Background: an optimization exercise with open tools, aiming at small area, a short achievable clock period and few clock cycles. Do not read the settings as production practice. In this exercise RTL edits were held to simulation tests only and were not proved equivalent to the original. Power figures rest on the tool's default switching activity, not on a simulated workload.

==> flow/design.v <==
`timescale 1ns / 1ns
module Adder(
    input [31:0] a,
    input [31:0] b,
    output [31:0] sum
    );
    wire [32:0] carry;
    assign carry[0] = 1'b0;
    genvar i;
    generate
        for (i = 0; i < 32; i = i + 1) begin : bit_slice
            assign carry[i + 1] = a[i] * b[i] + (a[i] ^ b[i]) * carry[i];
            assign sum[i] = a[i] ^ b[i] ^ carry[i];
        end
    endgenerate
endmodule
module Shift(input [31:0] B, input[3:0] Op, input [31:0] A, input usigned,output [31:0] res);
	wire [31:0] left_shift;
	wire [31:0] right_shift;
	wire [31:0] aright_shift;
	assign left_shift = B << A[4:0];
	assign right_shift = B >> A[4:0];
	assign aright_shift = $signed(B) >>> A[4:0];
	assign res = (Op[0] == 1)? left_shift : (Op[1] == 1? aright_shift : right_shift);
endmodule
module BitOp(input[31:0] A, input[31:0] B, input[3:0] Op, output [31:0] res);
	wire [31:0] and_res;
	wire [31:0] or_res;
	wire [31:0] xor_res;
	wire [31:0] nor_res;
	assign and_res = A & B;
	assign or_res = A | B;
	assign xor_res = A ^ B;
	assign nor_res = ~or_res;
	assign res = Op[2] == 0? (Op[0] == 0? and_res : or_res) : (Op[0] == 0 ? xor_res : nor_res);
endmodule
module Leg(input[31:0] A, input[31:0] B, input[3:0] Op ,input usigned,output [31:0] res);
    wire less_res, less_equal_res;
    wire greater_res, greater_equal_res;
    wire less_v_res, unsigned_less_v_res, unsigned_less_res;
    wire eq_res;
	assign less_v_res = $signed(A) < $signed(B);
	assign unsigned_less_v_res = A < B;
    assign less_res = $signed(A) < 0;  
	assign less_equal_res = $signed(A) <= 0;
	assign greater_equal_res = $signed(A) >= 0;
	assign greater_res = $signed(A) > 0;
	assign eq_res = A == B;
	assign res = (~Op[3]&&~Op[2]&&~Op[1])?eq_res:(Op[2]==0 && Op[1]==0 && Op[0]==1) ? (usigned==1 ? unsigned_less_v_res: less_v_res):(Op[2]==1 ? (Op[0]==1 ? greater_equal_res : less_res):(Op[0]==1 ? greater_res : less_equal_res)); 	
endmodule
 module ALU(PC, PCSrc, A, B, Op, usigned, C, zero, over);
    input [31:0] PC;
    input [31:0] A;
    input [31:0] B;
    input [3:0] Op;
    input [2:0] PCSrc;
    input usigned;
    output [31:0] C;
    output zero;
    output over;
    wire [31:0] shift_res, aoxn_res, sum_res, leg_res, PC_res;
    wire [31:0] neg_B, b_input;
	wire cout;
	Adder neg(~B, 32'b1, neg_B);
	assign b_input = Op[0]? neg_B : B;
    Shift shift(B, Op, A, usigned, shift_res);
	BitOp bitOp(A, B, Op, aoxn_res);
	Adder adder(A, b_input, sum_res);
	Adder adder_pc(PC, 32'b1000, PC_res);
    Leg leg(A, B, Op, usigned, leg_res);
	assign over = (~Op[3] & ~Op[2] & ~Op[1]) ? ((usigned) & ((A[31] == b_input[31]) & (A[31] != sum_res[31]))) : 0;
    assign C = (PCSrc == 3'b011)? PC_res : (Op[3]? ((~Op[2] & ~Op[1] & Op[0])? leg_res : shift_res) : ((~Op[2] & ~Op[1])? sum_res : (Op[2] & Op[1])? (B << 16) : aoxn_res));
    assign zero = (C == 0) ? 1 : 0;
endmodule
`timescale 1ns / 1ns
module CU(PC, Inst, Func, busy, EX_md, B_code, RegDst, Se, RegWrite, ALUXSrc, ALUYSrc, ALUControl, MemWrite, PCSrc, MemtoReg, load_option, save_option, usigned, c_adventure, md_control, md_start, is_md, next_inst, block);
    input [5:0] Func;
    input [31:0] PC, Inst;
    input c_adventure, busy, EX_md, next_inst;
    output RegDst, Se, RegWrite, ALUXSrc, ALUYSrc, MemWrite, MemtoReg, usigned, md_start, B_code, block, is_md;
    output [2:0] PCSrc, load_option, md_control;
    output [1:0] save_option;
    output [3:0] ALUControl;
    wire R_type=~Inst[31] & ~Inst[30] & ~Inst[29] & ~Inst[28] & ~Inst[27] & ~Inst[26];
    wire ID_lb = Inst[31] & ~Inst[30] & ~Inst[29] & ~Inst[28] & ~Inst[27] & ~Inst[26];
    wire ID_lbu = Inst[31] & ~Inst[30] & ~Inst[29] & Inst[28] & ~Inst[27] & ~Inst[26];
    wire ID_lh = Inst[31] & ~Inst[30] & ~Inst[29] & ~Inst[28] & ~Inst[27] & Inst[26];
    wire ID_lhu = Inst[31] & ~Inst[30] & ~Inst[29] & Inst[28] & ~Inst[27] & Inst[26];
    wire ID_lw = Inst[31] & ~Inst[30] & ~Inst[29] & ~Inst[28] & Inst[27] & Inst[26];
    wire ID_sb = Inst[31] & ~Inst[30] & Inst[29] & ~Inst[28] & ~Inst[27] & ~Inst[26];
    wire ID_sh = Inst[31] & ~Inst[30] & Inst[29] & ~Inst[28] & ~Inst[27] & Inst[26];
    wire ID_sw = Inst[31] & ~Inst[30] & Inst[29] & ~Inst[28] & Inst[27] & Inst[26];
    wire ID_add = R_type & Func[5] & ~Func[4] & ~Func[3] & ~Func[2] & ~Func[1] & ~Func[0];
    wire ID_addu = R_type & Func[5] & ~Func[4] & ~Func[3] & ~Func[2] & ~Func[1] & Func[0];
    wire ID_sub = R_type & Func[5] & ~Func[4] & ~Func[3] & ~Func[2] & Func[1] & ~Func[0];
    wire ID_subu = R_type & Func[5] & ~Func[4] & ~Func[3] & ~Func[2] & Func[1] & Func[0];
    wire ID_sll = R_type & ~Func[5] & ~Func[4] & ~Func[3] & ~Func[2] & ~Func[1] & ~Func[0] & (PC != 0);
    wire ID_srl = R_type & ~Func[5] & ~Func[4] & ~Func[3] & ~Func[2] & Func[1] & ~Func[0];
    wire ID_sra = R_type & ~Func[5] & ~Func[4] & ~Func[3] & ~Func[2] & Func[1] & Func[0];
    wire ID_sllv = R_type & ~Func[5] & ~Func[4] & ~Func[3] & Func[2] & ~Func[1] & ~Func[0];
    wire ID_srlv = R_type & ~Func[5] & ~Func[4] & ~Func[3] & Func[2] & Func[1] & ~Func[0];
    wire ID_srav = R_type & ~Func[5] & ~Func[4] & ~Func[3] & Func[2] & Func[1] & Func[0];
    wire ID_and = R_type & Func[5] & ~Func[4] & ~Func[3] & Func[2] & ~Func[1] & ~Func[0];
    wire ID_or = R_type & Func[5] & ~Func[4] & ~Func[3] & Func[2] & ~Func[1] & Func[0];
    wire ID_xor = R_type & Func[5] & ~Func[4] & ~Func[3] & Func[2] & Func[1] & ~Func[0];
    wire ID_nor = R_type & Func[5] & ~Func[4] & ~Func[3] & Func[2] & Func[1] & Func[0];
    wire ID_addi = ~Inst[31] & ~Inst[30] & Inst[29] & ~Inst[28] & ~Inst[27] & ~Inst[26];
    wire ID_addiu = ~Inst[31] & ~Inst[30] & Inst[29] & ~Inst[28] & ~Inst[27] & Inst[26];
    wire ID_andi = ~Inst[31] & ~Inst[30] & Inst[29] & Inst[28] & ~Inst[27] & ~Inst[26];
    wire ID_ori = ~Inst[31] & ~Inst[30] & Inst[29] & Inst[28] & ~Inst[27] & Inst[26];
    wire ID_xori = ~Inst[31] & ~Inst[30] & Inst[29] & Inst[28] & Inst[27] & ~Inst[26];
    wire ID_lui = ~Inst[31] & ~Inst[30] & Inst[29] & Inst[28] & Inst[27] & Inst[26];
    wire ID_slt = R_type & Func[5] & ~Func[4] & Func[3] & ~Func[2] & Func[1] & ~Func[0];
    wire ID_slti = ~Inst[31] & ~Inst[30] & Inst[29] & ~Inst[28] & Inst[27] & ~Inst[26];
    wire ID_sltiu = ~Inst[31] & ~Inst[30] & Inst[29] & ~Inst[28] & Inst[27] & Inst[26];
    wire ID_sltu = R_type & Func[5] & ~Func[4] & Func[3] & ~Func[2] & Func[1] & Func[0];
    wire ID_beq = ~Inst[31] & ~Inst[30] & ~Inst[29] & Inst[28] & ~Inst[27] & ~Inst[26];
    wire ID_bne = ~Inst[31] & ~Inst[30] & ~Inst[29] & Inst[28] & ~Inst[27] & Inst[26];
    wire ID_blez = ~Inst[31] & ~Inst[30] & ~Inst[29] & Inst[28] & Inst[27] & ~Inst[26];
    wire ID_bgtz = ~Inst[31] & ~Inst[30] & ~Inst[29] & Inst[28] & Inst[27] & Inst[26];
    wire ID_bltz = ~Inst[31] & ~Inst[30] & ~Inst[29] & ~Inst[28] & ~Inst[27] & Inst[26] & ~Inst[16];
    wire ID_bgez = ~Inst[31] & ~Inst[30] & ~Inst[29] & ~Inst[28] & ~Inst[27] & Inst[26] & Inst[16];
    wire ID_j = ~Inst[31] & ~Inst[30] & ~Inst[29] & ~Inst[28] & Inst[27] & ~Inst[26];
    wire ID_jal = ~Inst[31] & ~Inst[30] & ~Inst[29] & ~Inst[28] & Inst[27] & Inst[26];
    wire ID_jalr = R_type & ~Func[5] & ~Func[4] & Func[3] & ~Func[2] & ~Func[1] & Func[0];
    wire ID_jr = R_type & ~Func[5] & ~Func[4] & Func[3] & ~Func[2] & ~Func[1] & ~Func[0];
    wire ID_mult = R_type & ~Func[5] & Func[4] & Func[3] & ~Func[2] & ~Func[1] & ~Func[0];
    wire ID_multu = R_type & ~Func[5] & Func[4] & Func[3] & ~Func[2] & ~Func[1] & Func[0];
    wire ID_div = R_type & ~Func[5] & Func[4] & Func[3] & ~Func[2] & Func[1] & ~Func[0];
    wire ID_divu = R_type & ~Func[5] & Func[4] & Func[3] & ~Func[2] & Func[1] & Func[0];
    wire ID_mthi = R_type & ~Func[5] & Func[4] & ~Func[3] & ~Func[2] & ~Func[1] & Func[0];
    wire ID_mtlo = R_type & ~Func[5] & Func[4] & ~Func[3] & ~Func[2] & Func[1] & Func[0];
    wire ID_mfhi = R_type & ~Func[5] & Func[4] & ~Func[3] & ~Func[2] & ~Func[1] & ~Func[0];
    wire ID_mflo = R_type & ~Func[5] & Func[4] & ~Func[3] & ~Func[2] & Func[1] & ~Func[0];
    assign RegDst = ID_lb | ID_lbu | ID_lh | ID_lhu | ID_lw | ID_addi | ID_addiu | ID_andi | ID_ori | ID_xori | ID_lui | ID_slti | ID_sltiu;
    assign Se = ID_lb | ID_lbu | ID_lh | ID_lhu | ID_lw | ID_sb | ID_sh | ID_sw | ID_addi | ID_addiu | ID_slti | ID_sltiu | ID_beq | ID_bne | ID_blez | ID_bgtz | ID_bltz | ID_bgez;
    assign RegWrite = ID_lb | ID_lbu | ID_lh | ID_lhu | ID_lw | ID_add | ID_addu | ID_sub | ID_subu | ID_sll | ID_srl | ID_sra | ID_sllv | ID_srlv | ID_srav | ID_and | ID_or | ID_xor | ID_nor | ID_addi | ID_addiu | ID_andi | ID_ori | ID_xori | ID_lui | ID_slt | ID_slti | ID_sltiu | ID_sltu | ID_mfhi | ID_mflo | ID_jalr;
    assign ALUXSrc = ID_sll | ID_srl | ID_sra;
    assign ALUYSrc = ID_add | ID_addu | ID_sub | ID_subu | ID_and | ID_or | ID_xor | ID_nor | ID_slt | ID_sltu | ID_beq | ID_bne | ID_j | ID_jal | ID_jalr | ID_jr | ID_sll | ID_srl | ID_sra | ID_sllv | ID_srlv | ID_srav;
    assign ALUControl[0] =ID_sub | ID_subu | ID_sll | ID_sllv | ID_or | ID_nor | ID_ori | ID_slt | ID_slti | ID_sltiu | ID_sltu | ID_beq | ID_bne | ID_bgtz | ID_bgez;
    assign ALUControl[1] =ID_sll | ID_sllv | ID_and | ID_or | ID_andi | ID_ori | ID_lui | ID_blez | ID_bgtz | ID_sra | ID_srav;
    assign ALUControl[2] =ID_sll | ID_sllv | ID_xor | ID_nor | ID_xori | ID_lui | ID_bltz | ID_bgez | ID_sra | ID_srav;
    assign ALUControl[3] =ID_srl | ID_sra | ID_srlv | ID_srav | ID_slt | ID_slti | ID_sltiu | ID_sltu | ID_blez | ID_bgtz | ID_bltz | ID_bgez | ID_sll | ID_sllv;
    assign MemWrite = ID_sb | ID_sh | ID_sw;
    assign PCSrc[0] = (ID_blez & c_adventure) | (ID_bgtz & c_adventure)| (ID_bltz & c_adventure)| (ID_bgez & c_adventure)| ID_jal | ID_jalr | (ID_beq & c_adventure) | (ID_bne & ~c_adventure);
    assign PCSrc[1] = ID_j | ID_jal;
    assign PCSrc[2] = ID_jalr | ID_jr;
    assign MemtoReg = ID_lb | ID_lbu | ID_lh | ID_lhu | ID_lw;
    assign load_option[0] = ID_lb | ID_lbu | ID_lh | ID_lhu;
    assign load_option[1] = ID_lh | ID_lhu;
    assign load_option[2] = ID_lh | ID_lb;
    assign save_option[0] = ID_sb;
    assign save_option[1] = ID_sh;
    assign usigned = ID_lbu | ID_lhu | ID_addu | ID_subu | ID_addiu | ID_sltiu | ID_sltu;
    assign B_code = Inst[16];
    assign md_control[0] = ID_multu | ID_divu | ID_mtlo | ID_mflo;
    assign md_control[1] = ID_div | ID_divu | ID_mtlo | ID_mthi;
    assign md_control[2] = ID_multu | ID_mult | ID_div | ID_divu;
    assign md_start = ID_multu | ID_mult | ID_div | ID_divu | ID_mthi | ID_mtlo | ID_mfhi | ID_mflo;
    assign is_md = ID_multu | ID_divu | ID_div | ID_divu;
    assign block = (EX_md | next_inst) & md_start;
endmodule
`timescale 1ns / 1ns
module Save2BE(
    save_option, BE
);
    input [1:0] save_option;
    output [3:0] BE;
    wire sb = ~save_option[1] & save_option[0];
    wire sh = save_option[1] & ~save_option[0];
    wire sw = ~save_option[1] & ~save_option[0];
    assign BE[0] = sb | sh | sw;
    assign BE[1] = sh | sw;
    assign BE[2] = sw;
    assign BE[3] = sw;    
endmodule 
module DataMemory(
    Addr, BE, Din, MemWrite, mem_we, mem_be, mem_wdata
);
    input [31:0] Din;
    input [31:0] Addr;
    input [3:0] BE;
    input MemWrite;
    output mem_we;
    output reg [3:0] mem_be;
    output reg [31:0] mem_wdata;
    wire [7:0] Din_b;
    wire [15:0] Din_h;
    assign Din_b = Din[7:0];
    assign Din_h = Din[15:0];
    always @(*) begin
        mem_be = 4'b0000;
        mem_wdata = Din;
        if (BE[3] == 1) begin
            mem_be = 4'b1111;
        end else if (BE[1] == 1) begin
            mem_wdata = {Din_h, Din_h};
            if (Addr[1] == 1) begin
                mem_be = 4'b1100;
            end else begin
                mem_be = 4'b0011;
            end
        end else if (BE[0] == 1) begin
            mem_wdata = {Din_b, Din_b, Din_b, Din_b};
            if (Addr[1] == 1) begin
                if (Addr[0] == 1) begin
                    mem_be = 4'b1000;
                end else begin
                    mem_be = 4'b0100;
                end
            end else begin
                if (Addr[0] == 1) begin
                    mem_be = 4'b0010;
                end else begin
                    mem_be = 4'b0001;
                end   
            end
        end
    end
    assign mem_we = MemWrite && (mem_be != 4'b0000);
endmodule
`timescale 1ns / 1ns
module FU(
    EX_RegWrite, EX_WriteReg, EX_MemtoReg, ME_RegWrite, ME_WriteReg, ME_MemtoReg, EX_PCSrc, ME_PCSrc, 
    ID_rs, ID_rt, ID_FA, ID_FB, ID_Op, ID_func, c_adventure, stall, stall2, EX_start
);
    input [4:0] EX_WriteReg, ME_WriteReg, ID_rs, ID_rt;
    input EX_RegWrite, ME_RegWrite, EX_MemtoReg, ME_MemtoReg, c_adventure, EX_start;
    input [5:0] ID_Op, ID_func;
    input [2:0] EX_PCSrc, ME_PCSrc;
    output reg [1:0] ID_FA, ID_FB;
    output stall, stall2;
    wire R_type = ~ID_Op[5] & ~ID_Op[4] & ~ID_Op[3] & ~ID_Op[2] & ~ID_Op[1] & ~ID_Op[0];
    wire ID_beq = ~ID_Op[5] & ~ID_Op[4] & ~ID_Op[3] & ID_Op[2] & ~ID_Op[1] & ~ID_Op[0];
    wire ID_bne = ~ID_Op[5] & ~ID_Op[4] & ~ID_Op[3] & ID_Op[2] & ~ID_Op[1] & ID_Op[0];
    wire ID_jalr = R_type & ~ID_func[5] & ~ID_func[4] & ID_func[3] & ~ID_func[2] & ~ID_func[1] & ID_func[0];
    wire ID_lui = ~ID_Op[5] & ~ID_Op[4] & ID_Op[3] & ID_Op[2] & ID_Op[1] & ID_Op[0];
    wire ID_jr = R_type & ~ID_func[5] & ~ID_func[4] & ID_func[3] & ~ID_func[2] & ~ID_func[1] & ~ID_func[0];
    wire ID_bz = ~ID_Op[5] & ~ID_Op[4] & ~ID_Op[3] & ((ID_Op[2] & ID_Op[1]) | (~ID_Op[2] & ~ID_Op[1] & ID_Op[0]));
    wire ID_rs_early = ID_beq | ID_bne | ID_jalr | ID_jr | ID_bz;
    wire ID_rt_early = ID_beq | ID_bne;
    wire EX_late = (EX_RegWrite == 1) & (EX_WriteReg != 0) & (EX_start | (EX_PCSrc == 3'b101));
    wire ME_load = (ME_RegWrite == 1) & (ME_MemtoReg == 1) & (ME_WriteReg != 0);
    wire stall_early = (((ID_rs_early & (ID_rs == EX_WriteReg)) | (ID_rt_early & (ID_rt == EX_WriteReg))) & EX_late) |
                       (((ID_rs_early & (ID_rs == ME_WriteReg)) | (ID_rt_early & (ID_rt == ME_WriteReg))) & ME_load);
    always @ (*) begin
        ID_FA = 2'b00;
        if ((((ID_rs == EX_WriteReg) & (EX_WriteReg != 0) & (EX_RegWrite == 1)) | ((ID_rs == 5'b11111) & (EX_PCSrc == 3'b011))) & ~(ID_jr & EX_MemtoReg)) begin
            ID_FA = 2'b01;
        end else if ((((ID_rs == ME_WriteReg) & (ME_WriteReg != 0) & (ME_RegWrite == 1)) | ((ID_rs == 5'b11111) & (ME_PCSrc == 3'b011))) & ~(ID_jr & ME_MemtoReg)) begin
            ID_FA = 2'b10;
        end
    end
    always @ (*) begin
        ID_FB = 2'b00;
        if (((ID_rt == EX_WriteReg) & (EX_WriteReg != 0) & (EX_RegWrite == 1)) | ((ID_rt == 5'b11111) & (EX_PCSrc == 3'b011))) begin
            ID_FB = 2'b01;
        end else if (((ID_rt == ME_WriteReg) & (ME_WriteReg != 0) & (ME_RegWrite == 1)) | ((ID_rt == 5'b11111) & (ME_PCSrc == 3'b011))) begin
            ID_FB = 2'b10;
        end
    end
    assign stall = stall2 | stall_early | (((ID_rs == EX_WriteReg) | (ID_rt == EX_WriteReg)) & (EX_MemtoReg == 1) & (EX_WriteReg != 0) & (EX_RegWrite == 1) & ~ID_lui) | (((ID_rs == ME_WriteReg) | (ID_rt == ME_WriteReg)) & (ME_MemtoReg == 1) & (ME_WriteReg != 0) & (ME_RegWrite == 1) & ID_beq);
    assign stall2 = ((ID_rs == EX_WriteReg) | (ID_rt == EX_WriteReg)) & (EX_MemtoReg == 1) & (EX_WriteReg != 0) & (EX_RegWrite == 1) & ID_beq;
endmodule
`timescale 1ns / 1ns
module MUX2X5(rd, rt, RegDst, Y);
    input [4:0] rd, rt;
    input RegDst;
    output [4:0] Y;
    function [4:0] select;
        input [4:0] rd, rt;
        input RegDst;
        case(RegDst)
            1:select = rt;
            0:select = rd;
        endcase
    endfunction
    assign Y = select(rd, rt, RegDst);
endmodule
module MUX2X32(A, B, signal, C);
    input [31:0] A, B;
    input signal;
    output [31:0] C;
    function [31:0] select;
        input [31:0] A, B;
        input signal;
        case(signal)
            0: select = A;
            1: select = B;
        endcase
    endfunction
    assign C = select(A, B, signal);
endmodule
module MUX3X32(A, B, C, signal, D);
    input [31:0] A, B, C;
    input [1:0] signal;
    output [31:0] D;
    function [31:0] select;
        input [31:0] A, B, C;
        input [1:0] signal;
        case(signal)
            2'b00: select = A;
            2'b01: select = B;
            2'b10: select = C;
        endcase
    endfunction
    assign D = select (A, B, C, signal);
endmodule
module MUX3X32_WriteInput(A, B, C, signal, D);
    input [31:0] A, B, C;
    input [1:0] signal;
    output [31:0] D;
    function [31:0] select;
        input [31:0] A, B, C;
        input [1:0] signal;
        case(signal)
            2'b00: select = A;
            2'b01: select = C;
            2'b10: select = B;
            2'b11: select = C;
        endcase
    endfunction
    assign D = select (A, B, C, signal);
endmodule
module MUX4X32_addr (PCAdd4, B, J, Jr, PCSrc, choice);
    input [31:0] PCAdd4, B, J, Jr;
    input [2:0] PCSrc;
    output [31:0] choice;
    function [31:0] select;
        input [31:0] PCAdd4, B, J, Jr;
        input [2:0] PCSrc;
        case(PCSrc)
            3'b000: select = PCAdd4;
            3'b001: select = B;
            3'b010: select = J;
            3'b011: select = J;
            3'b100: select = Jr;
            3'b101: select = Jr;
        endcase
    endfunction
    assign choice = select (PCAdd4, B, J, Jr, PCSrc);
endmodule
module MUX5X32(A, B, D, C, E, signal, F);
    input [31:0] A, B, D, C, E;
    input [2:0] signal;
    output [31:0] F;
    function [31:0] select;
        input [31:0] A, B, D, C, E;
        input [2:0] signal;
        case(signal)
            3'b000: select = E;
            3'b101: select = A;
            3'b001: select = B;
            3'b111: select = D;
            3'b011: select = C;
        endcase
    endfunction
    assign F = select(A, B, D, C, E, signal);
endmodule
module MultiplicationDivisionUnit(
    input logic reset,
    input logic clock,
    input logic [31:0] operand1,
    input logic [31:0] operand2,
    input logic [2:0] operation,
    input logic start,
    output logic busy,
    output logic [31:0] dataRead
);
localparam MUL_DELAY_CYCLES = 1;
localparam DIV_DELAY_CYCLES = 1;
localparam logic [2:0] MDU_READ_HI            = 3'd0;
localparam logic [2:0] MDU_READ_LO            = 3'd1;
localparam logic [2:0] MDU_WRITE_HI           = 3'd2;
localparam logic [2:0] MDU_WRITE_LO           = 3'd3;
localparam logic [2:0] MDU_START_SIGNED_MUL   = 3'd4;
localparam logic [2:0] MDU_START_UNSIGNED_MUL = 3'd5;
localparam logic [2:0] MDU_START_SIGNED_DIV   = 3'd6;
localparam logic [2:0] MDU_START_UNSIGNED_DIV = 3'd7;
logic [31:0] hi, lo;
logic remainingCycleCount;      
logic [31:0] savedOperand1, savedOperand2;
logic [2:0] savedOperation;
logic [63:0] resultSignedMul;
logic [63:0] resultUnsignedMul;
logic [63:0] resultSignedDiv;
logic [63:0] resultUnsignedDiv;
logic [31:0] magnitude1, magnitude2;
assign magnitude1 = savedOperand1[31] ? -savedOperand1 : savedOperand1;
assign magnitude2 = savedOperand2[31] ? -savedOperand2 : savedOperand2;
always_comb begin
    resultSignedMul   = $signed(savedOperand1) * $signed(savedOperand2);
    resultUnsignedMul = savedOperand1 * savedOperand2;
    resultSignedDiv   = {
        savedOperand1[31] ? -(magnitude1 % magnitude2) : (magnitude1 % magnitude2),
        (savedOperand1[31] ^ savedOperand2[31]) ? -(magnitude1 / magnitude2) : (magnitude1 / magnitude2)
    };
    resultUnsignedDiv = {
        savedOperand1 % savedOperand2,
        savedOperand1 / savedOperand2
    };
end
always_ff @ (posedge clock) begin
    if (reset) begin
        hi <= 0;
        lo <= 0;
        remainingCycleCount <= 0;
    end
    else begin
        if (remainingCycleCount != 0)
            remainingCycleCount <= remainingCycleCount - 1;
        if (remainingCycleCount == 1)
            case (savedOperation)
                MDU_START_SIGNED_MUL:   {hi, lo} <= resultSignedMul;
                MDU_START_UNSIGNED_MUL: {hi, lo} <= resultUnsignedMul;
                MDU_START_SIGNED_DIV:   if (savedOperand2 != 0) {hi, lo} <= resultSignedDiv;
                MDU_START_UNSIGNED_DIV: if (savedOperand2 != 0) {hi, lo} <= resultUnsignedDiv;
            endcase
        else if (remainingCycleCount == 0) begin
            case (operation)
                MDU_START_SIGNED_MUL, MDU_START_UNSIGNED_MUL,
                MDU_START_SIGNED_DIV, MDU_START_UNSIGNED_DIV: begin
                    if (start) begin
                        case (operation)
                            MDU_START_SIGNED_MUL, MDU_START_UNSIGNED_MUL: remainingCycleCount <= MUL_DELAY_CYCLES;
                            MDU_START_SIGNED_DIV, MDU_START_UNSIGNED_DIV: remainingCycleCount <= DIV_DELAY_CYCLES;
                        endcase
                        savedOperand1 <= operand1;
                        savedOperand2 <= operand2;
                        savedOperation <= operation;
                    end
                end
                MDU_WRITE_HI: hi <= operand1;
                MDU_WRITE_LO: lo <= operand1;
            endcase
        end
    end
end
always_comb
    busy = remainingCycleCount != 0;
always_comb begin
    dataRead = 0;
    case (operation)
        MDU_READ_HI: dataRead = hi;
        MDU_READ_LO: dataRead = lo;
    endcase
end
endmodule
`timescale 1ns / 1ns
module PC(NextPC, clock, reset, address, stall, stall2, block);  
    input clock;
    input reset;     
    input[31:0] NextPC;
    input stall, stall2, block;
    output reg[31:0] address;
    wire enable;
    assign enable = ~stall & ~stall2 & ~block;
    always @(posedge clock) begin  
        if (reset) begin
            address <= 32'h00003000; 
        end else if(enable == 1) begin
            address <= NextPC;  
        end
    end  
endmodule
`timescale 1ns / 1ns
module PCAdd4(PC, PCAdd4);
    input [31:0] PC;
    output [31:0] PCAdd4;
    Adder adder(PC, 32'b100, PCAdd4);
endmodule
`timescale 1ns / 1ns
module REG_EX_MEM(
    EX_RegWrite, EX_RegDst, EX_MemWrite, EX_MemtoReg, EX_WriteReg, EX_Qb, EX_Alu_Result, EX_load_option, EX_save_option, EX_PC, EX_PCSrc, EX_md_Result, EX_start, clock, reset, busy, 
    ME_RegWrite, ME_RegDst, ME_MemWrite, ME_MemtoReg, ME_WriteReg, ME_Qb, ME_Result, ME_load_option, ME_save_option, ME_PC, ME_PCSrc
);
    input [31:0] EX_Alu_Result, EX_md_Result, EX_Qb, EX_PC;
    input [4:0] EX_WriteReg;
    input [2:0] EX_load_option, EX_PCSrc;
    input [1:0] EX_save_option;
    input clock, reset;
    input EX_RegWrite, EX_RegDst, EX_MemWrite, EX_MemtoReg, EX_start, busy;
    output reg [31:0] ME_Result, ME_Qb, ME_PC;
    output reg [4:0] ME_WriteReg;
    output reg [2:0] ME_load_option, ME_PCSrc;
    output reg [1:0] ME_save_option;
    output reg ME_RegWrite, ME_RegDst, ME_MemWrite, ME_MemtoReg;
    always @(posedge clock) begin  
      if (reset) begin
          ME_Result <= 0;
          ME_MemtoReg <= 0;
          ME_MemWrite <= 0;
          ME_Qb <= 0;
          ME_RegDst <= 0;
          ME_RegWrite <= 0;
          ME_WriteReg <= 0;
          ME_load_option <= 0;
          ME_save_option <= 0;
          ME_PC <= 0;
          ME_PCSrc <= 0;
      end else begin
        ME_Result <= (EX_start & ~busy)? EX_md_Result : EX_Alu_Result;
        ME_MemtoReg <= EX_MemtoReg;
        ME_MemWrite <= EX_MemWrite;
        ME_Qb <= EX_Qb;
        ME_RegDst <= EX_RegDst;
        ME_RegWrite <= EX_RegWrite;
        ME_WriteReg <= EX_WriteReg;
        ME_load_option <= EX_load_option;
        ME_save_option <= EX_save_option;
        ME_PC <= EX_PC;
        ME_PCSrc <= EX_PCSrc;
      end
    end
endmodule
`timescale 1ns / 1ns
module REG_ID_EX(ID_B_code, ID_sa, ID_RegDst, ID_RegWrite, ID_ALUXSrc, ID_ALUYSrc, ID_ALUControl, ID_MemWrite, ID_MemtoReg, ID_WriteReg, ID_usigned, ID_Qa, ID_Qb, ID_Ext32, ID_FA, ID_FB, ID_load_option, ID_save_option, ID_PC, ID_PCSrc, ID_md_control, ID_start, ID_md, clock, reset,
                 EX_B_code, EX_sa, EX_RegDst, EX_RegWrite, EX_ALUXSrc, EX_ALUYSrc, EX_ALUControl, EX_MemWrite, EX_MemtoReg, EX_WriteReg, EX_usigned, EX_Qa, EX_Qb, EX_Ext32, EX_FA, EX_FB, EX_load_option, EX_save_option, EX_PC, EX_PCSrc, EX_md_control, EX_start, EX_md, stall, stall2, block);
    input [31:0] ID_Qa, ID_Qb, ID_Ext32, ID_sa, ID_PC;
    input [4:0] ID_WriteReg;
    input [1:0] ID_FA, ID_FB;
    input [3:0] ID_ALUControl;
    input [2:0] ID_load_option, ID_PCSrc, ID_md_control;
    input [1:0] ID_save_option;
    input clock, reset, stall, stall2, block;
    input ID_RegDst, ID_RegWrite, ID_ALUYSrc, ID_MemWrite, ID_MemtoReg, ID_ALUXSrc, ID_usigned, ID_B_code, ID_start, ID_md;
    wire enable;
    assign enable = ~stall & ~stall2 & ~block;
    output reg [31:0] EX_Qa, EX_Qb, EX_Ext32, EX_sa, EX_PC;
    output reg [1:0] EX_FA, EX_FB;
    output reg [3:0] EX_ALUControl;
    output reg [4:0] EX_WriteReg;
    output reg [2:0] EX_load_option, EX_PCSrc, EX_md_control;
    output reg [1:0] EX_save_option;
    output reg EX_RegDst, EX_RegWrite, EX_ALUYSrc, EX_MemWrite, EX_MemtoReg, EX_ALUXSrc, EX_usigned, EX_B_code, EX_start, EX_md;
    always @(posedge clock) begin  
        if (reset || enable == 0) begin  
            EX_sa <= 0;
            EX_ALUControl <= 0;
            EX_ALUXSrc <= 0;
            EX_ALUYSrc <= 0;
            EX_Ext32 <= 0;
            EX_FA <= 0;
            EX_FB <= 0;
            EX_MemtoReg <= 0;
            EX_MemWrite <= 0;
            EX_Qa <= 0;
            EX_Qb <= 0;
            EX_RegDst <= 0;
            EX_RegWrite <= 0;
            EX_WriteReg <= 0;  
            EX_usigned <= 0;
            EX_B_code <= 0;
            EX_load_option <= 0;
            EX_save_option <= 0;
            EX_PC <= 0;
            EX_PCSrc <= 0;
            EX_start <= 0;
            EX_md_control <= 0;
            EX_md <= 0;
        end else begin
            EX_sa <= ID_sa;
            EX_ALUControl <= ID_ALUControl;
            EX_ALUXSrc <= ID_ALUXSrc;
            EX_ALUYSrc <= ID_ALUYSrc;
            EX_Ext32 <= ID_Ext32;
            EX_FA <= ID_FA;
            EX_FB <= ID_FB;
            EX_MemtoReg <= ID_MemtoReg;
            EX_MemWrite <= ID_MemWrite;
            EX_Qa <= ID_Qa;
            EX_Qb <= ID_Qb;
            EX_RegDst <= ID_RegDst;
            EX_RegWrite <= ID_RegWrite;
            EX_WriteReg <= ID_WriteReg;  
            EX_usigned <= ID_usigned;
            EX_B_code <= ID_B_code;
            EX_load_option <= ID_load_option;
            EX_save_option <= ID_save_option;
            EX_PC <= ID_PC;
            EX_PCSrc <= ID_PCSrc;
            EX_start <= ID_start;
            EX_md_control <= ID_md_control;
            EX_md <= ID_md;
        end  
    end
endmodule
`timescale 1ns / 1ns
module REG_IF_ID (IF_PCAdd4, IF_Inst, IF_PC, clock, reset, ID_PCAdd4, ID_Inst, ID_PC, stall, stall2, block);
    input [31:0] IF_PCAdd4, IF_Inst, IF_PC;
    input clock, reset, stall, stall2, block;
    output reg [31:0] ID_PCAdd4, ID_Inst, ID_PC;
    wire enable;
    assign enable = ~stall & ~stall2 & ~block;
    always @(posedge clock) begin 
        if (reset) begin
            ID_Inst <= 0;
            ID_PCAdd4 <= 0 ;
            ID_PC <= 0;          
        end else if(enable == 1)begin
            ID_PCAdd4 <= IF_PCAdd4;
            ID_Inst <= IF_Inst;   
            ID_PC <= IF_PC;          
        end
    end  
endmodule
`timescale 1ns / 1ns
module REG_MEM_WB(
    ME_RegWrite, ME_MemtoReg, ME_Alu_Result, ME_Dout, ME_WriteReg, ME_load_option, ME_PC, ME_PCSrc, clock, reset,
    WB_RegWrite, WB_MemtoReg, WB_Alu_Result, WB_Dout, WB_WriteReg, WB_load_option, WB_PC, WB_PCSrc
);
    input [31:0] ME_Alu_Result, ME_Dout, ME_PC;
    input [4:0] ME_WriteReg;
    input [2:0] ME_load_option, ME_PCSrc;
    input clock, reset, ME_RegWrite, ME_MemtoReg;
    output reg [31:0] WB_Alu_Result, WB_Dout, WB_PC;
    output reg [4:0] WB_WriteReg;
    output reg [2:0] WB_load_option, WB_PCSrc;
    output reg WB_RegWrite, WB_MemtoReg;
    always @(posedge clock) begin  
      if (reset) begin
          WB_RegWrite <= 0;
          WB_MemtoReg <= 0;
          WB_Alu_Result <= 0;
          WB_Dout <= 0;
          WB_WriteReg <= 0;
          WB_load_option <= 0;
          WB_PC <= 0;
          WB_PCSrc <= 0;
      end else begin
        WB_RegWrite <= ME_RegWrite;
        WB_MemtoReg <= ME_MemtoReg;
        WB_Alu_Result <= ME_Alu_Result;
        WB_Dout <= ME_Dout;
        WB_WriteReg <= ME_WriteReg;
        WB_load_option <= ME_load_option;
        WB_PC <= ME_PC;
        WB_PCSrc <= ME_PCSrc;
      end
    end
endmodule
`timescale 1ns / 1ns
module RegisterFile(ReadReg1, ReadReg2, rd, WriteData, WriteReg, RegWrite, clock, reset, ReadData1, ReadData2, PCSrc, WB_PC, PC, we, waddr);
    input [4:0] ReadReg1, rd;
    input [4:0] ReadReg2;
    input [31:0] WriteData, PC;
    input [4:0] WriteReg;
    input RegWrite; 
    input clock;
    input reset;
    input [2:0] PCSrc;
    input [31:0] WB_PC;
    output [31:0] ReadData1;
    output [31:0] ReadData2;
    output reg we;
    output reg [4:0] waddr;
    reg [31:0] regFile[1:31];
    assign ReadData1 = (ReadReg1 == 0) ? 32'b0 : (we && waddr == ReadReg1) ? WriteData : regFile[ReadReg1];
    assign ReadData2 = (ReadReg2 == 0) ? 32'b0 : (we && waddr == ReadReg2) ? WriteData : regFile[ReadReg2];
    always @(*) begin
        we = 1'b0;
        waddr = WriteReg;
        if (PCSrc == 3'b101 && RegWrite) begin
            we = (WriteReg != 0);
        end else if (PCSrc == 3'b101) begin
            waddr = rd;
            we = (rd != 0);
        end else if (PCSrc == 3'b011) begin
            waddr = 5'd31;
            we = 1'b1;
        end else if (RegWrite) begin
            we = (WriteReg != 0);
        end 
    end
    always @(posedge clock) begin
        if (we) begin
            regFile[waddr] <= WriteData;
        end
    end
endmodule
`timescale 1ns / 1ns
module Shifter32L2(X,Sh);
    input [31:0] X;
    output [31:0] Sh;
    parameter z=2'b00;
    assign Sh={X[29:0],z};
endmodule
module ShifterCombination(X,PCADD4,Sh);
    input [25:0] X;
    input [31:0] PCADD4;
    output [31:0] Sh;
    parameter z=2'b00;
    assign Sh={PCADD4[31:28],X[25:0],z};
endmodule
`timescale 1ns / 1ns
module EXT16T32 (
    X, Se, Y
);
    input [15:0] X;
    input Se;
    output [31:0] Y;
    wire [31:0] E0, E1;
    wire [15:0] e = {16{X[15]}};
    parameter z = 16'b0;
    assign E0 = {z, X};
    assign E1 = {e, X};
    MUX2X32 mux2x32(E0, E1, Se, Y);
endmodule   
module EXT5T32 (
    sa, Y
);
    input [4:0] sa;
    output [31:0] Y;
    wire [31:0] E;
    parameter z = 27'b0;
    assign Y = {z, sa};
endmodule   
module data_ext_load (
    Dout, Addr, load_option, ext_Dout
);
    input [31:0] Dout;
    input [31:0] Addr;
    input [2:0] load_option;
    output [31:0] ext_Dout;
    wire [31:0] lb, lbu, lh, lhu, lw;
    wire [23:0] e1 = {24{Dout[7]}};
    wire [23:0] e2 = {24{Dout[15]}};
    wire [23:0] e3 = {24{Dout[23]}};
    wire [23:0] e4 = {24{Dout[31]}};
    wire [15:0] e5 = {16{Dout[15]}};
    wire [15:0] e6 = {16{Dout[31]}};
    parameter z1 = 24'b0;
    parameter z2 = 16'b0;
    assign lb = (Addr[1] == 1)? (Addr[0] == 1 ? {e4, Dout[31:24]} : {e3, Dout[23:16]}) : (Addr[0] == 1 ? {e2, Dout[15:8]} : {e1, Dout[7:0]});
    assign lh = (Addr[1] == 1)? {e6, Dout[31:16]} : {e5, Dout[15:0]};
    assign lbu = (Addr[1] == 1)? (Addr[0] == 1 ? {z1, Dout[31:24]} : {z1, Dout[23:16]}) : (Addr[0] == 1 ? {z1, Dout[15:8]} : {z1, Dout[7:0]});
    assign lhu = (Addr[1] == 1)? {z2, Dout[31:16]} : {z2, Dout[15:0]};
    assign lw = Dout;
    MUX5X32 mux5x32(lb, lbu, lh, lhu, lw, load_option, ext_Dout);
endmodule
`timescale 1ns / 1ns
module if_c_adventure(
    A, B, Op, usigned, c_adventure
);
    input [31:0] A, B;
    input [3:0] Op;
    input usigned;
    output c_adventure;
    wire less_res, less_v_res;
    wire unsigned_less_res, unsigned_less_v_res;
    wire less_equal_res;
    wire greater_equal_res;
    wire greater_res;
    wire eq_res;
	assign less_v_res = $signed(A) < $signed(B);
	assign unsigned_less_v_res = A < B ;
    assign less_res = $signed(A) < 0 ; 
	assign less_equal_res = $signed(A) <= 0 ;
	assign greater_equal_res = $signed(A) >= 0 ;
	assign greater_res = $signed(A) > 0 ;
	assign eq_res = A == B;
	assign c_adventure = (~Op[3] & ~Op[2] & ~Op[1]) ? eq_res : (Op[2] == 0 & Op[1] == 0 & Op[0] == 1) ? (usigned == 1 ? unsigned_less_v_res : less_v_res) : (Op[2] == 1 ? (Op[0] == 1 ? greater_equal_res : less_res) : (Op[0] == 1 ? greater_res : less_equal_res)); 	
endmodule
`timescale 1ns / 1ns
module TopLevel(reset, clock, imem_addr, imem_rdata, dmem_addr, dmem_we, dmem_be, dmem_wdata, dmem_rdata, rf_we, rf_waddr, rf_wdata, halt);
    input clock, reset;
    output [31:0] imem_addr;
    input [31:0] imem_rdata;
    output [31:0] dmem_addr;
    output dmem_we;
    output [3:0] dmem_be;
    output [31:0] dmem_wdata;
    input [31:0] dmem_rdata;
    output rf_we;
    output [4:0] rf_waddr;
    output [31:0] rf_wdata;
    output reg halt;
    wire [31:0] WriteInput, Alu_Y, Alu_X;
    wire [3:0] BE;
    wire c_adventure, stall, stall2, over;
    logic busy, block;
    wire Se, zero;
    reg EX_sys, ME_sys, WB_sys;
    wire [31:0] IF_PC, IF_Choose, IF_PCAdd4, IF_Inst;
    wire [31:0] ID_Ext32_L2, ID_B, ID_J, ID_PCAdd4, ID_Qa, ID_Qb, ID_rs, ID_rt, ID_Ext32, ID_Inst, ID_sa, ID_PC;
    wire [4:0] ID_WriteReg;
    wire [3:0] ID_ALUControl;
    wire [2:0] ID_PCSrc, ID_load_option, ID_md_control;
    wire [1:0] ID_FB, ID_FA, ID_save_option;
    wire ID_RegDst, ID_RegWrite, ID_ALUXSrc, ID_ALUYSrc, ID_MemtoReg, ID_MemWrite, ID_usigned, ID_B_code, ID_start, ID_md;
    wire [31:0] EX_NUM_X, EX_NUM_Y, EX_Alu_Result, EX_Qa, EX_Qb, EX_Ext32, EX_sa, EX_PC, EX_md_Result;
    wire [4:0] EX_WriteReg;
    wire [3:0] EX_ALUControl;
    wire [2:0] EX_PCSrc, EX_load_option, EX_md_control;
    wire [1:0] EX_FA, EX_FB, EX_save_option;
    wire EX_MemtoReg, EX_MemWrite, EX_usigned, EX_B_code, EX_RegDst, EX_RegWrite, EX_ALUXSrc, EX_ALUYSrc, EX_start, EX_md;
    logic [2:0] operation;
    wire [31:0] ME_Result, ME_Alu_Result, ME_NUM_Y, ME_Dout, ME_PC;
    wire [4:0] ME_WriteReg;
    wire [2:0] ME_PCSrc, ME_load_option;
    wire [1:0] ME_save_option;
    wire ME_RegDst, ME_MemtoReg, ME_MemWrite, ME_RegWrite;
    wire [31:0] WB_Alu_Result, WB_Dout, WB_ext_Dout, WB_PC;
    wire [4:0] WB_WriteReg;
    wire [2:0] WB_PCSrc, WB_load_option;
    wire WB_MemtoReg, WB_RegWrite;
    MUX4X32_addr mux4x32(IF_PCAdd4, ID_B, ID_J, ID_rs, ID_PCSrc, IF_Choose);
    PC PC(IF_Choose, clock, reset, IF_PC, stall, stall2, block);
    PCAdd4 PCAdd4(IF_PC, IF_PCAdd4);
    assign imem_addr = IF_PC;
    assign IF_Inst = imem_rdata;
    REG_IF_ID REG_IF_ID(IF_PCAdd4, IF_Inst, IF_PC, clock, reset, ID_PCAdd4, ID_Inst, ID_PC, stall, stall2, block);
    always@ (posedge clock) begin
        if (reset) begin
            EX_sys <= 1'b0;
            ME_sys <= 1'b0;
            WB_sys <= 1'b0;
            halt <= 1'b0;
        end else begin
            EX_sys <= (ID_Inst[31:26] == 6'b000000 && ID_Inst[4:0] == 5'b01100) & ~stall & ~stall2 & ~block;
            ME_sys <= EX_sys;
            WB_sys <= ME_sys;
            halt <= halt | WB_sys;
        end
    end
    CU CU(ID_PC, ID_Inst, ID_Inst[5:0], busy, EX_md, ID_B_code, ID_RegDst, Se, ID_RegWrite, ID_ALUXSrc, ID_ALUYSrc, ID_ALUControl, ID_MemWrite, ID_PCSrc, ID_MemtoReg, ID_load_option, ID_save_option, ID_usigned, c_adventure, ID_md_control, ID_start, ID_md, EX_md_control[2], block);
    MUX2X5 mux2x5(ID_Inst[15:11], ID_Inst[20:16], ID_RegDst, ID_WriteReg);
    RegisterFile register_file(ID_Inst[25:21], ID_Inst[20:16], ID_Inst[15:11], WriteInput, WB_WriteReg, WB_RegWrite, clock, reset, ID_Qa, ID_Qb, WB_PCSrc, WB_PC, WB_PC, rf_we, rf_waddr);
    assign rf_wdata = WriteInput;
    if_c_adventure if_c_adventure(ID_rs, ID_rt, ID_ALUControl, ID_usigned, c_adventure);
    FU FU(EX_RegWrite, EX_WriteReg, EX_MemtoReg, ME_RegWrite, ME_WriteReg, ME_MemtoReg, EX_PCSrc, ME_PCSrc, ID_Inst[25:21], ID_Inst[20:16], ID_FA, ID_FB, ID_Inst[31:26], ID_Inst[5:0], c_adventure, stall, stall2, EX_start);
    MUX3X32 mux3x32_ID_X(ID_Qa, EX_Alu_Result, ME_Alu_Result, ID_FA, ID_rs);
    MUX3X32 mux3x32_ID_Y(ID_Qb, EX_Alu_Result, ME_Alu_Result, ID_FB, ID_rt);
    EXT16T32 ext16t32(ID_Inst[15:0], Se, ID_Ext32);
    EXT5T32 ext5t32(ID_Inst[10:6], ID_sa);
    Shifter32L2 shifter(ID_Ext32, ID_Ext32_L2);
    Adder adder(ID_PCAdd4, ID_Ext32_L2, ID_B);
    ShifterCombination get_j_address(ID_Inst[25:0], ID_PCAdd4, ID_J);
    REG_ID_EX REG_ID_EX(ID_B_code, ID_sa, ID_RegDst, ID_RegWrite, ID_ALUXSrc, ID_ALUYSrc, ID_ALUControl, ID_MemWrite, ID_MemtoReg, ID_WriteReg, ID_usigned, ID_Qa, ID_Qb, ID_Ext32, ID_FA, ID_FB, ID_load_option, ID_save_option, ID_PC, ID_PCSrc, ID_md_control, ID_start, ID_md, clock, reset,
                 EX_B_code, EX_sa, EX_RegDst, EX_RegWrite, EX_ALUXSrc, EX_ALUYSrc, EX_ALUControl, EX_MemWrite, EX_MemtoReg, EX_WriteReg, EX_usigned, EX_Qa, EX_Qb, EX_Ext32, EX_FA, EX_FB, EX_load_option, EX_save_option, EX_PC, EX_PCSrc, EX_md_control, EX_start, EX_md, stall, stall2, block);
    assign operation = (EX_md_control == 3'b000) ? 3'd0 :
                   (EX_md_control == 3'b001) ? 3'd1 :
                   (EX_md_control == 3'b010) ? 3'd2 :
                   (EX_md_control == 3'b011) ? 3'd3 :
                   (EX_md_control == 3'b100) ? 3'd4 :
                   (EX_md_control == 3'b101) ? 3'd5 :
                   (EX_md_control == 3'b110) ? 3'd6 : 3'd7;  
    MUX3X32 mux3x32_ex_X(EX_Qa, ME_Alu_Result, WriteInput, EX_FA, EX_NUM_X);
    MUX2X32 choose_alu_x(EX_NUM_X, EX_sa, EX_ALUXSrc, Alu_X);
    MUX3X32 mux3x32_ex_Y(EX_Qb, ME_Alu_Result, WriteInput, EX_FB, EX_NUM_Y);
    MUX2X32 choose_alu_y(EX_Ext32, EX_NUM_Y, EX_ALUYSrc, Alu_Y);
    MultiplicationDivisionUnit MDU(reset, clock, EX_NUM_X, EX_NUM_Y, operation, EX_start, busy, EX_md_Result);
    ALU ALU(EX_PC, EX_PCSrc, Alu_X, Alu_Y, EX_ALUControl, EX_usigned, EX_Alu_Result, zero, over);
    REG_EX_MEM REG_EX_MEM(EX_RegWrite, EX_RegDst, EX_MemWrite, EX_MemtoReg, EX_WriteReg, EX_NUM_Y, EX_Alu_Result, EX_load_option, EX_save_option, EX_PC, EX_PCSrc, EX_md_Result, EX_start, clock, reset, EX_md_control[2], 
                          ME_RegWrite, ME_RegDst, ME_MemWrite, ME_MemtoReg, ME_WriteReg, ME_NUM_Y, ME_Result, ME_load_option, ME_save_option, ME_PC, ME_PCSrc);
    Save2BE save_to_BE(ME_save_option, BE);
    MUX2X32 mux2x32_2(ME_Result, ME_PC + 8, ME_PCSrc[0], ME_Alu_Result);
    DataMemory data_memory(ME_Alu_Result, BE, ME_NUM_Y, ME_MemWrite, dmem_we, dmem_be, dmem_wdata);
    assign dmem_addr = ME_Alu_Result;
    assign ME_Dout = dmem_rdata;
    REG_MEM_WB REG_MEM_WB(ME_RegWrite, ME_MemtoReg, ME_Alu_Result, ME_Dout, ME_WriteReg, ME_load_option, ME_PC, ME_PCSrc, clock, reset,
                          WB_RegWrite, WB_MemtoReg, WB_Alu_Result, WB_Dout, WB_WriteReg, WB_load_option, WB_PC, WB_PCSrc);
    data_ext_load data_ext_load(WB_Dout, WB_Alu_Result, WB_load_option, WB_ext_Dout);
    MUX2X32 mux2x32_3(WB_Alu_Result, WB_ext_Dout, WB_MemtoReg, WriteInput);
endmodule
==> flow/run.sh <==
#!/bin/bash
# synth_recipe.tcl (not shown) runs the flow's synth.tcl, then flattens the netlist and writes it again
# the make line also repeats each setting of config.mk as NAME=value (left out here)
make -C /OpenROAD-flow-scripts/flow DESIGN_CONFIG=/design/flow/config.mk WORK_HOME=/design/flow/orfs CLKGATE_MAP_FILE= SYNTH_SCRIPT=/design/flow/synth_recipe.tcl finish
==> flow/config.mk <==
export PLATFORM = sky130hd
export DESIGN_NAME = TopLevel
export DESIGN_NICKNAME = TopLevel
export VERILOG_FILES = /design/flow/design.v
export SDC_FILE = /design/flow/constraint.sdc
export NUM_CORES = 8
export LEC_CHECK = 0
export CAP_MARGIN = 40
export CORE_MARGIN = 2
export CORE_UTILIZATION = 40
export SLEW_MARGIN = 40
==> flow/constraint.sdc <==
create_clock -name core_clock -period 115.0 [get_ports {clock}]
set_input_delay 23.0000 -clock core_clock [delete_from_list [all_inputs] [get_ports {clock}]]
set_output_delay 23.0000 -clock core_clock [all_outputs]
set_load 0.01 [all_outputs]
==> flow_metrics.py <==
metrics = {
    "outcome": {
        "status": "no timing/DRC/antenna violations",
    },
    "global_route": {
        "antenna_found_initial": 137,
        "grt.overflow.total": 0,
        "grt_pass1_vias": 181200,
        "grt_max_degree": 187,
        "grt_pass1_wl_mm": 1456,
        "grt_usage_pct": 40.69,
    },
    "drt": {
        "drt_first_iter_violations": 24570,
        "routed_wl_mm": 1059,
        "viasPerCell": 6.438,
        "wl_per_cell_um": 36.31,
        "drc": 0,
        "vias": 187700,
        "firstDrtPassIters": 7,
        "ant_nets": 0,
    },
    "clock_tree": {
        "htreeDepth": 4,
        "cts_resized": 0,
        "clock_latency_ns": 0.93,
        "numCtsBuffers": 177,
        "hold_buffers": 0,
        "post_cts_buffers": 0,
        "root_buffer": "clkbuf_16",
        "cts.sinks": 1599,
        "cts_tree": "built",
        "cts_buffer_depth": 4,
        "clk_pin_slew_worst_paths_ns": 0.06,
    },
    "timing": {
        "setup_viol": 0,
        "fin_tns_setup_ns": 0,
        "finalCritPeriodShare_pct": 85.09,
        "max_freq_mhz": 10.22,
        "relSlewSlack_pct": 31.45,
        "fin_skew_ns": 0.1008,
        "tightest_slew_ns": 1.002,
        "rsz0062_at_grt": "false",
        "period_needed_ns": 97.86,
        "drv_slew": 0,
        "hold_violations": 0,
    },
    "place": {
        "routabilityCongestion": 1.106,
        "port_buffers": 205,
        "hpwl_mm": 829.8,
        "numPlacedInstances": 28730,
    },
    "setup_path": {
        "crit_fanout": 52,
        "crit_top_cell": "ha_1",
        "worstPathArrival_ns": 98.55,
        "crit_type": "flop to flop",
        "ff2ff_setup_slack_ns": 17.14,
        "reg2regPathDepth": 328,
        "crit_required_ns": 115.69,
        "cp_slowest_cell": "nor4_4",
        "start_kind": "flop",
        "cp_slowest_stage_delay_ns": 0.89,
        "end_kind": "flop",
    },
    "synth": {
        "synth_edf_count": 1059,
        "ys.flop_type": "edfxtp_1",
        "yosysSeqAreaShare_pct": 21.30,
        "ys_ff_latch": 1599,
        "avgSynthCellArea_sq_um": 8.992,
        "yosysUniqueCellTypes": 127,
        "ys_async_sr_fraction_pct": 0,
        "synth.cell_area_sq_um": 200000,
        "syn_inst": 22240,
        "synth_warnings": 15,
        "syn-num-nets": 25520,
    },
    "final_layout": {
        "post_route_cells_drive_above_1_share_pct": 11.08,
        "final_cells": 29160,
        "syn_to_final_growth_pct": 10.41,
        "fillers": 48860,
        "seq_area_sq_um": 42660,
        "final_nets": 25550,
        "multi_input_area_sq_um": 147700,
    },
    "power": {
        "max-vdd-ir-drop_uv": 12.32,
        "power.density_nw_per_um2": 7.129,
        "power.leakage_nw": 92.56,
    },
    "floorplan": {
        "die_y_um": 711.1,
        "num_io_pins": 206,
        "rows": 259,
        "core-area_sq_um": 497800,
        "initial_core_util_pct": 40.18,
        "die_width_um": 711.1,
        "dieArea_sq_um": 505700,
    },
    "min_path": {
        "holdPathStages": 1,
        "hp-class": "flop to flop",
    },
    "job": {
        "drv_cap": 0,
    },
}
==> cell families (layout without fill, tap and decap cells) <==
family	Yosys count	in the layout	synth area share, %
AND/OR/NAND/NOR	6915	6915	15.94
AO/OA/AOI/OAI	5303	5303	17.55
adder cells (fa/ha/maj)	3208	3208	25.82
buffers and inverters	3186	3345	6.082
flip-flops	1599	1599	21.30
multiplexers	1035	1035	8.931
XOR/XNOR	998	998	4.370
other	0	101	0
==> routing by layer <==
layer  routed length [um]  GRT usage, %  vias to the layer above
met5                  353             0                        -
met4                80260         25.46                       54
met3               113400         10.66                     2498
met2               443500         59.52                    11300
met1               421300         53.54                    94440
li1                     -             -                    79430
==> cells in the final DEF (no fill, tap or decap), types with 108 or more instances in the layout <==
cell type | Yosys | final
mux2i_1 | 289 | 284
a21o_1 | 453 | 452
ha_1 | 1676 | 1675
clkdlybuf4s50_1 | 0 | 204
or2_2 | 132 | 132
edfxtp_1 | 1059 | 1059
o22ai_1 | 110 | 109
xor2_1 | 358 | 351
nor2_1 | 1928 | 1872
a211oi_1 | 197 | 188
nand2b_1 | 191 | 189
nand4_1 | 177 | 177
o211ai_1 | 246 | 246
a31oi_1 | 229 | 214
inv_1 | 2002 | 1987
mux4_2 | 582 | 582
o21bai_1 | 110 | 108
xnor2_1 | 640 | 587
nand2_1 | 2461 | 2456
nand3_1 | 367 | 364
and3_1 | 137 | 135
dfxtp_1 | 540 | 522
o21ai_0 | 937 | 876
nor3_1 | 467 | 454
and2_1 | 271 | 269
nor2b_1 | 287 | 284
fa_1 | 1532 | 1530
clkbuf_16 | 0 | 179
mux2_2 | 161 | 161
or3_1 | 148 | 148
o21a_1 | 298 | 297
buf_4 | 17 | 732
o31ai_1 | 134 | 120
a221oi_1 | 149 | 137
a21oi_1 | 1438 | 1405
==> through the flow <==
stage | power, W | hold WS, ns | setup slack [ns] | utilization, % | cell area [sq um]
after floorplan | 0.0008025 | 0.4138 | 33.56 | - | 200000
after CTS | 0.001561 | 0.4445 | 19.12 | 44.22 | 220100
after detailed placement | 0.0009752 | 0.4285 | 19.46 | 43.06 | 214300
after global placement | 0.0009721 | 0.4210 | 15.94 | 42.77 | 212900
after global routing | 0.001600 | 0.4516 | 11.91 | 44.33 | 220700
final | 0.001574 | 0.4371 | 17.14 | 44.37 | 220800
==> power breakdown <==
group | total, W | switching (W) | internal (W)
clock network | 0.000591 | 0.000263 | 0.000328
registers | 0.000643 | 0.0000136 | 0.000630
logic | 0.000340 | 0.000240 | 0.000100
total | 0.00157 | 0.000516 | 0.00106
==> path summary, 6_finish.rpt <==
| check | start | endpoint |
|---|---|---|
| setup / recovery | MDU.savedOperand2[10] | MDU.lo[24] |
| hold reg to reg | REG_EX_MEM.ME_load_option[1] | REG_MEM_WB.WB_load_option[1] |
| setup reg to reg | MDU.savedOperand2[10] | MDU.lo[24] |
| hold / removal | REG_EX_MEM.ME_load_option[1] | REG_MEM_WB.WB_load_option[1] |
==> final cells by class <==
class / instances / area share, %
Antenna cell: 101 / 0.1144
Clock buffer: 220 / 2.144
Clock inverter: 91 / 0.4657
Inverter: 2033 / 3.458
Multi-Input combinational cell: 17460 / 66.90
Sequential cell: 1599 / 19.32
Tap cell: 6655 / 3.771
Timing Repair Buffer: 1001 / 3.830
==> Yosys cell counts (271+ instances only) <==
cell type,instances,area [sq um]
clkbuf_1,792,2973
mux4_2,582,13110
inv_1,2002,7515
mux2i_1,289,2893
a21oi_1,1438,7197
o21a_1,298,2237
nand3_1,367,1837
a21o_1,453,3401
xor2_1,358,3136
dfxtp_1,540,10810
nor2b_1,287,1795
nand2_1,2461,9238
o21ai_0,937,4690
nor3_1,467,2337
nor2_1,1928,7237
edfxtp_1,1059,31800
fa_1,1532,30670
ha_1,1676,20970
xnor2_1,640,5605
and2_1,271,1695
==> sequential cells by signal, indices dropped and copies added (netlist names), 4 cells and up, named ones only <==
register,cells
REG_ID_EX.EX_Qa,32
REG_EX_MEM.ME_Result,32
MDU.savedOperand2,32
REG_EX_MEM.ME_PC,32
REG_MEM_WB.WB_WriteReg,5
REG_IF_ID.ID_PCAdd4,32
REG_IF_ID.ID_PC,30
REG_ID_EX.EX_ALUControl,4
REG_IF_ID.ID_Inst,32
REG_ID_EX.EX_sa,4
REG_ID_EX.EX_Qb,32
MDU.hi,32
MDU.lo,32
REG_ID_EX.EX_WriteReg,5
REG_EX_MEM.ME_Qb,32
register_file.regFile,992
REG_ID_EX.EX_PC,32
REG_ID_EX.EX_Ext32,14
MDU.savedOperand1,32
REG_EX_MEM.ME_WriteReg,5
PC.address,32
REG_MEM_WB.WB_Alu_Result,32
REG_MEM_WB.WB_Dout,32
==> worst max-delay path: cells and delay by family (launching register included) <==
kind,cells,cell delay (ns)
mux,5,1.80
simple gates,106,28.83
xor+xnor,1,0.28
flops,1,0.35
compound gates,154,48.46
fa+ha+maj,32,10.51
buf+inv,30,6.96
Testbench counts, summed over its fixed seeds: cycles 1,234,776.

what the ideal ports hide:
In the flow no input, the clock included, has a driving cell. The finished layout below was timed again as built, in two steps.
Step 1: set_driving_cell puts a clkbuf_16 on clock and a buf_2 on each other input, an assumption about the parent block.
Step 2 times the ports against the registers' clock, not the clock port: input delays grow and output delays shrink by t, the midpoint of the rising clock arrivals with the driver on.
Three values: no drivers, after step 1, after step 2; two values: the first two.
t (ns): 0.962
setup slack, ns: 17.143 / 17.143 / 17.143
clock arrival spread, ns: 0.102 / 0.102
worst register clock-pin slew, ns: 0.08 / 0.08
worst slew at a driven data input, ns: 0.09
After both steps this run still meets setup and hold. For this run, drivers alone change the setup slack by 0.000 ns; drivers and shift together by 0.000 ns.
